Source: an optimization exercise on an open RTL-to-GDS flow (aim: small area). Production flows keep margins and buffers that such runs may drop.
The RTL was checked by simulation tests, not by an equivalence proof against the original design.

### flow/config.mk
export PLATFORM = sky130hd
export DESIGN_NAME = CNN_Two_Layer
export DESIGN_NICKNAME = CNN_Two_Layer
export VERILOG_FILES = /design/flow/design.v
export SDC_FILE = /design/flow/constraint.sdc
export NUM_CORES = 4
export LEC_CHECK = 0
export ABC_AREA = 1
export CAP_MARGIN = 20
export CORE_MARGIN = 2
export CORE_UTILIZATION = 40
export SLEW_MARGIN = 20
### flow/constraint.sdc
create_clock -name core_clock -period 8.0 [get_ports {clk}]
set_input_delay 1.6000 -clock core_clock [delete_from_list [all_inputs] [get_ports {clk}]]
set_output_delay 1.6000 -clock core_clock [all_outputs]
set_load 0.01 [all_outputs]
### flow/design.v
`timescale 1ns / 1ps
module ReLU(d_in, d_out);
  parameter Z = 10;
  input signed [Z-1:0] d_in;
  output [Z-2:0] d_out;
  assign d_out = d_in[Z-1] ? {(Z-1){1'b0}} : d_in[Z-2:0];
endmodule
`timescale 1ns / 1ps
module ADDER(data1, data2, data3, out);
  parameter PW = 8;
  parameter SW = 9;
  input signed [PW-1:0] data1, data2, data3;
  output [SW-1:0] out;
  wire signed [SW:0] sum = data1 + data2 + data3;
  ReLU #(.Z(SW+1)) ReLU (.d_in(sum), .d_out(out));
endmodule
`timescale 1ns / 1ps
module Multiplicator(din0, din1, dout);
  parameter IW = 4;
  parameter FW = 4;
  parameter PW = 8;
  input [IW-1:0] din0;
  input signed [FW-1:0] din1;
  output signed [PW-1:0] dout;
  wire signed [IW+FW:0] full = $signed({1'b0, din0}) * din1;
  assign dout = full[PW-1:0];
endmodule
`timescale 1ns / 1ps
module RegisterFile(clk, Start, WriteState, WriteData, Group, GroupSum);
  parameter PW = 8;
  parameter SW = 9;
  input clk;
  input Start;
  input [3:0] WriteState;
  input signed [PW-1:0] WriteData;
  input [4:0] Group;
  output [SW-1:0] GroupSum;
  function [3:0] entry_state;
    input integer k;
    integer i;
    reg [3:0] s;
    begin
      s = 4'b0001;
      for (i = 0; i < k; i = i + 1) s = {s[2:0], s[3] ^ s[2]};
      entry_state = s;
    end
  endfunction
  reg [PW-1:0] P [0:14];
  reg [PW-1:0] Rd1, Rd2, Rd3;
  genvar k;
  generate
    for (k = 0; k < 15; k = k + 1) begin : entry
      always @(posedge clk)
        if (Start && WriteState == entry_state(k)) P[k] <= WriteData;
    end
  endgenerate
  integer g;
  always @(*) begin
    Rd1 = {PW{1'b0}};
    Rd2 = {PW{1'b0}};
    Rd3 = {PW{1'b0}};
    for (g = 0; g < 5; g = g + 1) begin
      Rd1 = Rd1 | ({PW{Group[g]}} & P[3*g]);
      Rd2 = Rd2 | ({PW{Group[g]}} & P[3*g+1]);
      Rd3 = Rd3 | ({PW{Group[g]}} & P[3*g+2]);
    end
  end
  ADDER #(.PW(PW), .SW(SW)) ADDER (.data1(Rd1), .data2(Rd2), .data3(Rd3), .out(GroupSum));
endmodule
`timescale 1ns / 1ps
module AddressCounter(clk, rst_n, Start, ReadEn, WriteState, Group);
  input clk, rst_n;
  input Start;
  input ReadEn;
  output reg [3:0] WriteState;
  output reg [4:0] Group;
  always @(posedge clk or negedge rst_n) begin
    if (!rst_n) begin
      WriteState <= 4'b0001;
      Group <= 5'b00001;
    end else begin
      if (Start) WriteState <= {WriteState[2:0], WriteState[3] ^ WriteState[2]};
      if (ReadEn) Group <= {Group[3:0], Group[4]};
    end
  end
endmodule
`timescale 1ns / 1ps
module CNN_Single_Layer(clk, rst_n, Start, Image, Filter, ReadEn, ConvResult);
    parameter IW = 4;    
    parameter FW = 4;    
    parameter PW = 8;    
    parameter SW = 9;    
    input clk;
    input rst_n;
    input Start;
    input [IW-1:0] Image;
    input signed [FW-1:0] Filter;
    input ReadEn;
    output [SW-1:0] ConvResult;
    wire [3:0] WriteState;
    wire [4:0] Group;
    wire signed [PW-1:0] MultValue;
    wire [SW-1:0] GroupSum;
    reg  [SW-1:0] T, S;
    Multiplicator #(.IW(IW), .FW(FW), .PW(PW)) Multiplicator (.din0(Image), .din1(Filter), .dout(MultValue));
    AddressCounter AddressCounter (.clk(clk), .rst_n(rst_n), .Start(Start), .ReadEn(ReadEn),
        .WriteState(WriteState), .Group(Group));
    RegisterFile #(.PW(PW), .SW(SW)) RegisterFile (.clk(clk), .Start(Start), .WriteState(WriteState),
        .WriteData(MultValue), .Group(Group), .GroupSum(GroupSum));
    always @(posedge clk or negedge rst_n) begin
        if (!rst_n) begin
            T <= {SW{1'b0}};
            S <= {SW{1'b0}};
        end else begin
            if (ReadEn) T <= GroupSum;
            S <= T;
        end
    end
    assign ConvResult = S;
endmodule
`timescale 1ns / 1ps
module CNN_Two_Layer( 
clk, rst_n,
Start1, Image, Filter1, ReadEn1,
Start2, Filter2, ReadEn2,
ConvResult
    );
    input clk;
    input rst_n;
    input Start1;
    input [3:0] Image;
    input signed [3:0] Filter1;
    input ReadEn1;
    input Start2;
    input signed [9:0] Filter2;
    input ReadEn2;
    output signed [21:0] ConvResult;
    wire [8:0]  layer1_to_layer2;
    wire [18:0] layer2_out;
    CNN_Single_Layer #(.IW(4), .FW(4), .PW(8), .SW(9)) Layer1(.clk(clk), .rst_n(rst_n),
        .Start(Start1), .Image(Image), .Filter(Filter1), .ReadEn(ReadEn1), .ConvResult(layer1_to_layer2));
    CNN_Single_Layer #(.IW(9), .FW(10), .PW(19), .SW(19)) Layer2(.clk(clk), .rst_n(rst_n),
        .Start(Start2), .Image(layer1_to_layer2), .Filter(Filter2), .ReadEn(ReadEn2), .ConvResult(layer2_out));
    assign ConvResult = {3'b000, layer2_out};
endmodule
### flow/run.sh
#!/bin/bash
# synth_recipe.tcl (not shown) runs the flow's synth.tcl, then flattens the netlist and writes it again
# the make line also repeats each setting of config.mk as NAME=value (left out here)
make -C /OpenROAD-flow-scripts/flow DESIGN_CONFIG=/design/flow/config.mk WORK_HOME=/design/flow/orfs CLKGATE_MAP_FILE= SYNTH_SCRIPT=/design/flow/synth_recipe.tcl finish
==> notes.md <==
-- metrics by stage --
step           hold WS, ps  utilization  area (um^2)  setup slack [ps]
2_1_floorplan          354            -        23000              1650
3_3_place_gp           362        0.429        24300               866
3_5_place_dp           361        0.429        24300               664
4_1_cts                376        0.458        25900              1290
5_1_grt                385        0.459        26000              1010
6_report               373        0.459        26000              1290
-- synth_stat cells, drive strengths merged --
cell type,number
or2,7
xor2,16
nand2,566
a21o,1
inv,227
nand3b,4
dfrtp,70
nor2,89
a31oi,1
clkinv,1
o21bai,4
nor3,5
nand4,2
buf,9
a21oi,46
edfxtp,405
a211oi,1
clkbuf,68
ha,110
o21ai,33
dfstp,4
xnor2,14
and2,2
conb,1
fa,89
a22o,26
a221oi,81
nand3,78
-- sequential cells by signal (all words and copies together), names as in the netlist --
name / cells
Layer1.AddressCounter.Group: 5
Layer1.AddressCounter.WriteState: 4
Layer1.RegisterFile.P: 120
Layer1.S: 9
Layer1.T: 9
Layer2.AddressCounter.Group: 5
Layer2.AddressCounter.WriteState: 4
Layer2.RegisterFile.P: 285
Layer2.S: 19
Layer2.T: 19
-- worst min path at each step --
stage            startpoint      endpoint  depth (start not counted)
2_1_floorplan   Layer1.T[0]   Layer1.S[0]                          0
3_3_place_gp    Layer1.T[7]   Layer1.S[7]                          0
3_5_place_dp    Layer2.T[4]   Layer2.S[4]                          0
4_1_cts        Layer2.T[17]  Layer2.S[17]                          0
5_1_grt         Layer1.T[8]   Layer1.S[8]                          0
6_report       Layer2.T[17]  Layer2.S[17]                          0
-- placed cells by master, fill, tap and decap left out, types with 4 or more instances in the layout --
cell type	instances
sky130_fd_sc_hd__a221oi_1	81
sky130_fd_sc_hd__clkbuf_16	48
sky130_fd_sc_hd__o21bai_1	4
sky130_fd_sc_hd__a22o_1	26
sky130_fd_sc_hd__bufinv_16	7
sky130_fd_sc_hd__edfxtp_1	405
sky130_fd_sc_hd__nand2_2	4
sky130_fd_sc_hd__nor2_1	72
sky130_fd_sc_hd__inv_1	227
sky130_fd_sc_hd__xnor2_1	12
sky130_fd_sc_hd__nand2_1	561
sky130_fd_sc_hd__buf_4	15
sky130_fd_sc_hd__nor2_4	16
sky130_fd_sc_hd__dfrtp_2	4
sky130_fd_sc_hd__clkinv_2	8
sky130_fd_sc_hd__clkinv_1	5
sky130_fd_sc_hd__fa_1	89
sky130_fd_sc_hd__or2_2	7
sky130_fd_sc_hd__clkbuf_1	13
sky130_fd_sc_hd__a21oi_1	45
sky130_fd_sc_hd__nor3_1	5
sky130_fd_sc_hd__nand3b_1	4
sky130_fd_sc_hd__o21ai_0	33
sky130_fd_sc_hd__dfstp_2	4
sky130_fd_sc_hd__clkdlybuf4s50_1	41
sky130_fd_sc_hd__ha_1	110
sky130_fd_sc_hd__xor2_1	13
sky130_fd_sc_hd__nand3_1	77
sky130_fd_sc_hd__dfrtp_1	66
-- routing by layer --
metal | global-route usage | vias up | routed length, um
met3 | 0.0288 | 83 | 2700
met5 | 0 | - | 13
li1 | - | 6695 | -
met1 | 0.227 | 6982 | 22100
met2 | 0.305 | 335 | 25700
met4 | 0.0529 | 2 | 1160
-- kinds of logic (layout without fill, tap and decap cells) --
family	after synthesis	count (layout)
AOI/OAI and AO/OA	193	193
xor gates and xnor gates	30	30
adders and majority gates	199	199
buffers and inverters	305	374
DFF	479	479
other	1	4
and+or+nand+nor	753	753
-- critical path, stage by stage --
cell and delay (ps):
sky130_fd_sc_hd__clkdlybuf4s50_1 680, sky130_fd_sc_hd__nand2_1 150, sky130_fd_sc_hd__fa_1 560, sky130_fd_sc_hd__inv_1 50, sky130_fd_sc_hd__fa_1 490, sky130_fd_sc_hd__inv_1 50, sky130_fd_sc_hd__fa_1 520, sky130_fd_sc_hd__inv_1 50
sky130_fd_sc_hd__fa_1 470, sky130_fd_sc_hd__inv_1 50, sky130_fd_sc_hd__fa_1 470, sky130_fd_sc_hd__inv_1 40, sky130_fd_sc_hd__ha_1 320, sky130_fd_sc_hd__a21o_1 190, sky130_fd_sc_hd__a21oi_1 220, sky130_fd_sc_hd__o21ai_0 160
sky130_fd_sc_hd__xor2_1 840
-- cell type report --
cell class | count | area, um^2
Antenna cell | 1 | 2.50
Multi-Input combinational cell | 1178 | 7980
Inverter | 228 | 856
Timing Repair Buffer | 56 | 523
Fill cell | 5198 | 30600
Clock inverter | 26 | 345
Tap cell | 756 | 946
Sequential cell | 479 | 14000
Clock buffer | 64 | 1290
==> impl_summary.txt <==
----------------------------------------------------
[Status]
  Result of the run ... finished clean

[Yosys]
  Count of cell types in the netlist ... 38
  Synthesized netlist cell count ... 1960
  Cell area after synthesis ... 23000 um^2
  Area share of and/or/nand/nor cells after synthesis ... 0.131
  Mapped Avg Cell Area ... 11.7 um^2
  Area fraction in compound gates after synthesis ... 0.0603
  Main combinational cell family by area after synthesis ... adder cells
  Share of Yosys cell area claimed by the top area cell type ... 0.529
  Area share of fa/ha/maj cells after synthesis ... 0.137
  Multiplexer fraction of the synthesized cell area ... 0
  Register bit total from synthesis ... 479
  Xor and xnor fraction of the mapped netlist area ... 0.0114
  Yosys top cell by area ... sky130_fd_sc_hd__edfxtp_1
  Number of synthesis warnings ... 7
  Fraction of the yosys area taken by sequential cells ... 0.609
  Leading cell types by total area after synthesis ... sky130_fd_sc_hd__edfxtp_1 (53%), sky130_fd_sc_hd__nand2_1 (9.2%), sky130_fd_sc_hd__fa_1 (7.7%), sky130_fd_sc_hd__dfrtp_1 (7.6%), sky130_fd_sc_hd__ha_1 (6.0%)

[Clocking]
  Clock net sink count ... 479
  Latest clock arrival within the worst-skew pair ... approximately 600 ps
  Worst-case clock buffer depth ... 3
  Number of gates resized after CTS ... 0
  Clock Tree Root ... sky130_fd_sc_hd__clkbuf_16
  Number of CTS-inserted buffers ... 48
  Post-CTS clock slew at the launch and capture registers of the worst setup and hold paths ... about 60 ps
  Setup bufs post-CTS ... 0
  Count of hold buffers inserted by post-cts repair ... 0
  Number of H-tree branching levels ... 2
  CTS tree ... done

[Drt]
  Routed wire per std cell ... 18.5 um
  Detailed Route Iter0 Violations ... 995
  Vias after detailed routing ... 14100
  TritonRoute pass-1 iters ... 5
  Drc violations ... 0
  Total length of routed wires ... around 52 mm
  Via density per instance ... 5.06
  Number of antenna-violating nets in the routed design ... 0

[Timing]
  Max-slew violation count ... 0
  Number of failing hold endpoints at the final stage ... 0
  Min cycle time layout ... 6710 ps
  Relative slew slack ... 0.295
  Clock skew ... 32.8 ps
  Final TNS setup ... 0 ps
  Final setup vio count ... 0
  Max Freq ... 149 MHz
  Setup repair after global routing missed its margin ... no
  Pin slew with the least headroom to its limit ... between 1000 and 1500 ps
  Share of the cycle needed by the critical path after routing ... 0.839

[Setup path]
  Highest net fanout along the worst path ... 15
  Crit. End Element ... flip-flop
  Critical Path Source Type ... primary input
  Required time at the endpoint of the critical path ... approximately 8200 ps
  End point of the critical path ... Layer2.RegisterFile.P[7][11]
  WS Path Type ... in -> reg
  Worst flop-to-flop path endpoint ... Layer2.RegisterFile.P[7][11]
  Arrival time of data at the critical path endpoint ... 6940 ps
  Launching element of the worst setup path ... Filter2[1]
  Reg2Reg Launch Point ... Layer1.S[7]
  R2r worst-path depth ... 16
  Worst setup slack for register-to-register paths ... 2380 ps

[Final layout]
  Fraction of layout instances using a drive strength above 1 ... 0.0665
  Area growth syn-to-layout ... 12.9%
  Number of nets in the final layout ... 2214
  Count of non-filler cells in the finished layout ... 2788

[Floorplanning]
  Core outline area ... around 57000 um^2
  DIE AREA ... ~60000 um^2
  Initial cell density of the core ... 0.406
  Horiz. Die Dim ... 244 um
  Vertical die dimension ... 244 um
  Row Count ... 87
  IO Count ... 46

[GRT]
  Via count of the first global-routing pass ... 14500
  Antenna violations before repair ... 2
  Wire length of the first global-routing pass ... roughly 81 mm
  Total overflow reported by the global router ... 0
  Combined global-route utilization of all metal layers ... 0.176
  Largest net degree at the start of global routing ... 75

[Run]
  Count of max-cap constraint violations ... 0

[Worst hold path]
  Type of the tightest min-delay check ... reg -> reg

[Placed design]
  Routability congestion estimate ... about 0.83
  Detailed placement HPWL ... 32.2 mm
  Total of buffers placed on input and output ports ... 42
  Total instance count after detailed placement ... 2697

----------------------------------------------------

==> separate check: timing with driven ports <==
The flow's constraints put no driver on any port. The routed layout listed below was extracted and timed again, unchanged, in two steps.
Step 1, drivers: a clkbuf_16 drives clk and a buf_2 each remaining input, both assumed.
Step 2, shift: input delay + t, output delay - t, t = (earliest + latest rising clock arrival at the registers) / 2. This alone moves slack from input paths to output paths.
Three values: no drivers, after step 1, after step 2; two values: the first two.
shift t [ns]: 0.641
setup slack, ns: 1.290 / 1.308 / 0.667
worst hold slack (ns): 0.373 / 0.373 / 0.373
clock arrival spread, ns: 0.033 / 0.033
After both steps setup and hold are still met in this run. The setup slack of this run moves by +0.018 ns with the drivers and by -0.623 ns with both steps.
